Source: an optimization exercise on an open RTL-to-GDS flow (aim: small area, a short achievable clock period and few clock cycles per item). Production flows keep margins and buffers that such runs may drop.
At most, simulation tests tie the RTL to the original design; equivalence was not proved.
The clock input has no modelled driver; a real chip could not lean on it and would need a root buffer or a full tree.

==> inputs of 11-28 <==
## sharpening_hw
module sharpening_hw(clk, rst_n, s_axis_tdata, s_axis_tvalid, s_axis_tuser, s_axis_tlast, s_axis_tready, m_axis_tdata, m_axis_tvalid, m_axis_tuser, m_axis_tlast, m_axis_tready, hwsw_sel);
    input wire clk;
    input wire rst_n;
    input wire [23:0] s_axis_tdata;
    input wire s_axis_tvalid;
    input wire s_axis_tuser;
    input wire s_axis_tlast;
    output wire s_axis_tready;
    output wire [23:0] m_axis_tdata;
    output wire m_axis_tvalid;
    output wire m_axis_tuser;
    output wire m_axis_tlast;
    input wire m_axis_tready;
    input wire hwsw_sel;
    localparam W = 1280;
    localparam L = 40;
    reg        va, vb, v3, ov, kv;
    reg [25:0] da, db, d3;           
    reg [15:0] sa, ca;
    reg [7:0]  yb;
    reg [49:0] od, kd;               
    reg [5:0]  ph;                   
    reg        started;
    reg        adv;                  
    reg        proc;                 
    wire [15:0] ls, lc;
    intensity_kernel ik0(.rgb(s_axis_tdata), .s(ls), .c(lc));
    wire [7:0] y;
    intensity_sum is0(.s(sa), .c(ca), .y(y));
    wire signed [10:0] det3;
    stencil_buf #(.W(W), .L(L)) sb0(
        .clk(clk), .rst_n(rst_n), .we(proc), .y_in(yb), .detail(det3));
    wire [23:0] sharp3;
    sharpening_kernel ek0(.rgb(d3[23:0]), .detail(det3), .sharp(sharp3));
    wire [49:0] res3 = {d3[25:24], ~sharp3, ~d3[23:0]};
  ...
==> module stencil_buf, before the edit <==
module stencil_buf #(
    parameter W = 1280,
    parameter L = 40
) (
    input  wire       clk,
    input  wire       rst_n,
    input  wire       we,
    input  wire [7:0] y_in,
    output wire signed [10:0] detail
);
    localparam R = W / L;
    localparam NB = 8 * L * R;
    reg [NB-1:0] line1;
    reg [NB-1:0] line2;
    reg [7:0] yc;                
    reg [8:0] sh;                
    reg [8:0] sv;                
    reg signed [10:0] det;
    reg [11:0] cnt;
    reg        full1;   
    reg        full2;   
    wire       full1_n = full1 | (we & (cnt == W - 1));
    wire       full2_n = full2 | (we & (cnt == 2 * W));
    wire [7:0] pre1 = full1_n ? line1[NB-9 -: 8] : 8'hff;
    wire [7:0] pre2 = full2_n ? line2[NB-9 -: 8] : 8'hff;
    wire [7:0] t1m  = full1 ? line1[NB-1 -: 8] : 8'hff;
    integer r, i;
    always @(posedge clk) begin
        for (r = 0; r < R; r = r + 1) begin
            for (i = 1; i < L; i = i + 1) begin
                line1[(r*L+i)*8 +: 8] <= line1[(r*L+i-1)*8 +: 8];
                line2[(r*L+i)*8 +: 8] <= line2[(r*L+i-1)*8 +: 8];
            end
            if (we) begin
                line1[(r*L)*8 +: 8] <= (r == 0) ? y_in : line1[((r-1)*L+L-1)*8 +: 8];
                line2[(r*L)*8 +: 8] <= (r == 0) ? yc   : line2[((r-1)*L+L-1)*8 +: 8];
            end else begin
                line1[(r*L)*8 +: 8] <= line1[(r*L+L-1)*8 +: 8];
                line2[(r*L)*8 +: 8] <= line2[(r*L+L-1)*8 +: 8];
            end
        end
        sv <= {1'b0, pre1} + {1'b0, pre2};
        if (we) det <= $signed({1'b0, yc, 2'b00}) - $signed({2'b00, sh}) - $signed({2'b00, sv});
    end
    always @(posedge clk or negedge rst_n) begin
        if (!rst_n) begin
            yc    <= 8'hff;
            sh    <= 9'd510;
            cnt   <= 12'd0;
            full1 <= 1'b0;
            full2 <= 1'b0;
        end else if (we) begin
            yc <= t1m;
            sh <= {1'b0, y_in} + {1'b0, yc};
            if (!full2) cnt <= cnt + 12'd1;
            full1 <= full1_n;
            full2 <= full2_n;
        end
    end
    assign detail = det;
endmodule
==> module sharpening_hw, before the edit <==
module sharpening_hw(clk, rst_n, s_axis_tdata, s_axis_tvalid, s_axis_tuser, s_axis_tlast, s_axis_tready, m_axis_tdata, m_axis_tvalid, m_axis_tuser, m_axis_tlast, m_axis_tready, hwsw_sel);
    input wire clk;
    input wire rst_n;
    input wire [23:0] s_axis_tdata;
    input wire s_axis_tvalid;
    input wire s_axis_tuser;
    input wire s_axis_tlast;
    output wire s_axis_tready;
    output wire [23:0] m_axis_tdata;
    output wire m_axis_tvalid;
    output wire m_axis_tuser;
    output wire m_axis_tlast;
    input wire m_axis_tready;
    input wire hwsw_sel;
    localparam W = 1280;
    localparam L = 40;
    reg        va, vb, v3, ov, kv;
    reg [25:0] da, db, d3;           
    reg [15:0] sa, ca;
    reg [7:0]  yb;
    reg [49:0] od, kd;               
    reg [5:0]  ph;                   
    reg        started;
    reg        adv;                  
    reg        proc;                 
    wire [15:0] ls, lc;
    intensity_kernel ik0(.rgb(s_axis_tdata), .s(ls), .c(lc));
    wire [7:0] y;
    intensity_sum is0(.s(sa), .c(ca), .y(y));
    wire signed [10:0] det3;
    stencil_buf #(.W(W), .L(L)) sb0(
        .clk(clk), .rst_n(rst_n), .we(proc), .y_in(yb), .detail(det3));
    wire [23:0] sharp3;
    sharpening_kernel ek0(.rgb(d3[23:0]), .detail(det3), .sharp(sharp3));
    wire [49:0] res3 = {d3[25:24], ~sharp3, ~d3[23:0]};
    wire pop  = ov & m_axis_tready;
    wire in_o = v3 & ~kv;
    wire load_o = ~ov | pop;
    wire       kv_n = load_o ? 1'b0 : (kv | in_o);
    wire       vb_n = adv ? va : vb;
    wire       ph_hold = proc | (~started & (ph == 6'd0));
    wire [5:0] ph_n = ph_hold ? ph : ((ph == L - 1) ? 6'd0 : ph + 6'd1);
    wire       ok_n = (ph_n == 6'd0) & ~kv_n;
    always @(posedge clk or negedge rst_n) begin
        if (!rst_n) begin
            va <= 1'b0;
            vb <= 1'b0;
            v3 <= 1'b0;
            ov <= 1'b0;
            kv <= 1'b0;
            ph <= 6'd0;
            started <= 1'b0;
            adv <= 1'b1;
            proc <= 1'b0;
        end else begin
            if (adv) va <= s_axis_tvalid;
            vb <= vb_n;
            if (~kv) v3 <= proc;
            if (proc) started <= 1'b1;
            ph <= ph_n;
            ov <= load_o ? (kv | in_o) : 1'b1;
            kv <= kv_n;
            adv  <= ~vb_n | ok_n;
            proc <= vb_n & ok_n;
        end
    end
    always @(posedge clk) begin
        if (adv) begin
            da <= {s_axis_tuser, s_axis_tlast, s_axis_tdata};
            sa <= ls;
            ca <= lc;
            db <= da;
            yb <= y;
        end
        if (~kv) d3 <= db;
        if (load_o) od <= kv ? kd : res3;
        else if (in_o) kd <= res3;
    end
    assign s_axis_tready = adv;
    assign m_axis_tvalid = ov;
    assign m_axis_tuser  = od[49];
    assign m_axis_tlast  = od[48];
    assign m_axis_tdata  = ~(hwsw_sel ? od[47:24] : od[23:0]);
endmodule
clock: 5.0 ns
lec_check: 0
abc_clock_period_in_ps: 2500
cap_margin: 20
core_margin: 2
core_utilization: 74
setup_slack_margin: 2.5
slew_margin: 20
standard.sh (not shown) runs the stock make flow with config.mk's settings and CLKGATE_MAP_FILE= SYNTH_SCRIPT=/design/flow/synth_recipe.tcl, a recipe that flattens the netlist after the stock synthesis.
==> flow/flow/run.sh <==
#!/bin/bash
# The standard layout, with three changes:
# - the data ports grouped on one edge (io.tcl runs just before the I/O pins
#   are placed);
# - clock tree synthesis without dummy loads;
# - after clock tree synthesis, the tree's root buffer removed, so the clock
#   port drives the four first-level buffers directly (rootless.tcl). Global
#   routing then repairs timing on the changed tree as usual.
set -euo pipefail
export PRE_IO_PLACEMENT_TCL="$PWD/flow/io.tcl"
export CTS_ARGS="-sink_clustering_enable -repair_clock_nets -sink_clustering_size 30 -sink_clustering_max_diameter 80 -dont_use_dummy_load"
export POST_CTS_TCL="$PWD/flow/rootless.tcl"
bash standard.sh > standard.log 2>&1
==> flow/flow/io.tcl <==
# Keep the ports together in the middle of the bottom edge, so the small input
# and output logic sits next to its pins and the clock pin is as close to the
# die centre as an edge allows.
set io_names {}
foreach p [concat [all_inputs] [all_outputs]] {
  set n [get_name $p]
  if {$n ne "rst_n"} { lappend io_names $n }
}
set die_x [expr {[[[ord::get_db_block] getDieArea] xMax] / 1000.0}]
set mid [expr {$die_x / 2.0}]
set_io_pin_constraint -pin_names $io_names -region bottom:[expr {$mid - 60}]-[expr {$mid + 60}]
==> flow/flow/rootless.tcl <==
proc remove_clock_root {} {
  set block [ord::get_db_block]
  set port_net [[$block findBTerm clk] getNet]
  set roots {}
  foreach it [$port_net getITerms] { lappend roots [$it getInst] }
  if {[llength $roots] != 1} { puts "ROOTLESS: port drives [llength $roots] cells, left as is"; return }
  set root [lindex $roots 0]
  set out_net ""
  foreach it [$root getITerms] {
    if {[$it isOutputSignal]} { set out_net [$it getNet] }
  }
  set loads {}
  foreach it [$out_net getITerms] {
    if {[$it getInst] ne $root} { lappend loads $it }
  }
  if {[llength $loads] > 4} { puts "ROOTLESS: root drives [llength $loads] pins, left as is"; return }
  puts "ROOTLESS: removing [$root getName] ([[$root getMaster] getName]), [llength $loads] loads move to the port"
  foreach it $loads { $it disconnect; $it connect $port_net }
  foreach it [$root getITerms] { $it disconnect }
  odb::dbInst_destroy $root
  odb::dbNet_destroy $out_net
}
remove_clock_root
==> 09-10 (differences from 11-28) <==
--- a/flow/design.v
+++ b/flow/design.v
@@ -66,16 +66,20 @@
     reg [NB-1:0] line1;
     reg [NB-1:0] line2;
-    reg [7:0] yc;                
-    reg [8:0] sh;                
-    reg [8:0] sv;                
+    reg [7:0]         yc;    
+    reg signed [10:0] rh;    
+    reg [8:0]         sv;    
+    reg signed [10:0] zc;    
     reg signed [10:0] det;
     reg [11:0] cnt;
     reg        full1;   
     reg        full2;   
-    wire       full1_n = full1 | (we & (cnt == W - 1));
-    wire       full2_n = full2 | (we & (cnt == 2 * W));
+    reg        last1;   
+    reg        last2;   
+    wire       full1_n = full1 | (we & last1);
+    wire       full2_n = full2 | (we & last2);
+    wire [7:0] t1m  = full1 ? line1[NB-1 -: 8] : 8'hff;
+    wire [7:0] yc_n = we ? t1m : yc;
     wire [7:0] pre1 = full1_n ? line1[NB-9 -: 8] : 8'hff;
     wire [7:0] pre2 = full2_n ? line2[NB-9 -: 8] : 8'hff;
-    wire [7:0] t1m  = full1 ? line1[NB-1 -: 8] : 8'hff;
     integer r, i;
     always @(posedge clk) begin
@@ -94,19 +98,24 @@
         end
         sv <= {1'b0, pre1} + {1'b0, pre2};
-        if (we) det <= $signed({1'b0, yc, 2'b00}) - $signed({2'b00, sh}) - $signed({2'b00, sv});
+        zc <= $signed({1'b0, pre1, 2'b00}) - $signed({3'b000, yc_n});
+        if (we) det <= rh - $signed({2'b00, sv});
     end
     always @(posedge clk or negedge rst_n) begin
         if (!rst_n) begin
             yc    <= 8'hff;
-            sh    <= 9'd510;
+            rh    <= 11'sd510;
             cnt   <= 12'd0;
             full1 <= 1'b0;
             full2 <= 1'b0;
+            last1 <= 1'b0;
+            last2 <= 1'b0;
         end else if (we) begin
             yc <= t1m;
-            sh <= {1'b0, y_in} + {1'b0, yc};
+            rh <= zc - $signed({3'b000, y_in});
             if (!full2) cnt <= cnt + 12'd1;
             full1 <= full1_n;
             full2 <= full2_n;
+            last1 <= (cnt == W - 2);
+            last2 <= (cnt == 2 * W - 1);
         end
     end
@@ -145,15 +154,15 @@
     localparam W = 1280;
     localparam L = 40;
-    reg        va, vb, v3, ov, kv;
-    reg [25:0] da, db, d3;           
+    reg        v0, va, vb, v3, v4, ov, kv;
+    reg [25:0] d0, da, db, d3;       
     reg [15:0] sa, ca;
     reg [7:0]  yb;
-    reg [49:0] od, kd;               
+    reg [49:0] d4, od, kd;           
     reg [5:0]  ph;                   
     reg        started;
-    reg        adv;                  
+    reg        e0n, ea, eb;          
     reg        proc;                 
     wire [15:0] ls, lc;
-    intensity_kernel ik0(.rgb(s_axis_tdata), .s(ls), .c(lc));
+    intensity_kernel ik0(.rgb(d0[23:0]), .s(ls), .c(lc));
     wire [7:0] y;
     intensity_sum is0(.s(sa), .c(ca), .y(y));
@@ -165,8 +174,11 @@
     wire [49:0] res3 = {d3[25:24], ~sharp3, ~d3[23:0]};
     wire pop  = ov & m_axis_tready;
-    wire in_o = v3 & ~kv;
+    wire in_o = v4 & ~kv;
     wire load_o = ~ov | pop;
     wire       kv_n = load_o ? 1'b0 : (kv | in_o);
-    wire       vb_n = adv ? va : vb;
+    wire       e0 = ~e0n;
+    wire       v0_n = e0 ? s_axis_tvalid : v0;
+    wire       va_n = ea ? v0 : va;
+    wire       vb_n = eb ? va : vb;
     wire       ph_hold = proc | (~started & (ph == 6'd0));
     wire [5:0] ph_n = ph_hold ? ph : ((ph == L - 1) ? 6'd0 : ph + 6'd1);
@@ -174,38 +186,57 @@
     always @(posedge clk or negedge rst_n) begin
         if (!rst_n) begin
+            v0 <= 1'b0;
             va <= 1'b0;
             vb <= 1'b0;
             v3 <= 1'b0;
+            v4 <= 1'b0;
             ov <= 1'b0;
             kv <= 1'b0;
             ph <= 6'd0;
             started <= 1'b0;
-            adv <= 1'b1;
+            e0n <= 1'b0;
+            ea <= 1'b1;
+            eb <= 1'b1;
             proc <= 1'b0;
         end else begin
-            if (adv) va <= s_axis_tvalid;
+            v0 <= v0_n;
+            va <= va_n;
             vb <= vb_n;
-            if (~kv) v3 <= proc;
+            if (~kv) begin
+                v3 <= proc;
+                v4 <= v3;
+            end
             if (proc) started <= 1'b1;
             ph <= ph_n;
             ov <= load_o ? (kv | in_o) : 1'b1;
             kv <= kv_n;
-            adv  <= ~vb_n | ok_n;
+            eb   <= ~vb_n | ok_n;
+            ea   <= ~va_n | ~vb_n | ok_n;
+            e0n  <= v0_n & va_n & vb_n & ~ok_n;
             proc <= vb_n & ok_n;
         end
     end
     always @(posedge clk) begin
-        if (adv) begin
-            da <= {s_axis_tuser, s_axis_tlast, s_axis_tdata};
+        if (e0) d0 <= {s_axis_tuser, s_axis_tlast, s_axis_tdata};
+        if (ea) begin
+            da <= d0;
             sa <= ls;
             ca <= lc;
+        end
+        if (eb) begin
             db <= da;
             yb <= y;
         end
-        if (~kv) d3 <= db;
-        if (load_o) od <= kv ? kd : res3;
-        else if (in_o) kd <= res3;
-    end
-    assign s_axis_tready = adv;
+        if (~kv) begin
+            d3 <= db;
+            d4 <= res3;
+        end
+        if (~load_o & in_o) kd <= d4;
+    end
+    always @(posedge clk or negedge rst_n) begin
+        if (!rst_n) od <= 50'd0;
+        else if (load_o) od <= kv ? kd : d4;
+    end
+    assign s_axis_tready = e0;
     assign m_axis_tvalid = ov;
     assign m_axis_tuser  = od[49];
==> comparison table <==
Status: 11-28 complete, no violations; 09-10 stopped before the end
Stage where the flow stopped: 11-28 -; 09-10 4_1_cts
Die height: 11-28 767 um; 09-10 771 um
Post-synthesis adder-cell area fraction: 11-28 0.571%; 09-10 0.529%
Place WS: 11-28 0.638 ns; 09-10 1.22 ns
Cell area after synthesis: 11-28 0.431 mm^2; 09-10 0.436 mm^2
Synth unique cells: 11-28 67; 09-10 77
Area share of the largest cell type after synthesis: 11-28 95.1%; 09-10 94.4%
Simple-Gate Fraction of Synth Area: 11-28 0.279%; 09-10 0.355%
Number of enable flip-flop cells after synthesis: 11-28 225; 09-10 251
Post-detailed-placement half-perimeter wirelength: 11-28 230 mm; 09-10 245 mm
CTS sink count: 11-28 20800; 09-10 20900
Mux contribution to synthesized area: 11-28 1.46%; 09-10 1.61%
Synthesized netlist net count: 11-28 22500; 09-10 22800
Number of instances in the placed design: 11-28 30000; 09-10 30400
Placed cell area: 11-28 0.442 mm^2; 09-10 0.446 mm^2
Fraction of the yosys area taken by sequential cells: 11-28 97.0%; 09-10 96.8%
Testbench counts of 11-28, summed over its fixed seeds: cycles 40,992, pixels 40,960.
Function not checked in 09-10: the RTL went through the layout flow alone.

static timing again, ports no longer ideal:
In the flow no input, the clock included, has a driving cell. The finished layout below was timed again as built, in two steps.
Step 1: set_driving_cell puts a clkbuf_16 on clk and a buf_2 on each other input, an assumption about the parent block.
Step 2 adds t to the input delays and takes it off the output delays; t is the mean of the earliest and latest rising clock arrival at the registers after step 1. Input paths then give back, and output paths get back, about the clock's delay inside the block.
Slacks: no drivers / after step 1 / after step 2; pairs: no drivers / after step 1.
run: 11-28
t, ns: 1.014
setup WS [ns]: 2.100 / 2.080 / 1.181
worst register clock-pin slew, ns: 0.12 / 0.12
worst data-port slew with drivers (ns): 0.39
After both steps 11-28 still meets setup and hold. The setup slack of 11-28 moves by -0.020 ns with the drivers and by -0.919 ns with both steps.
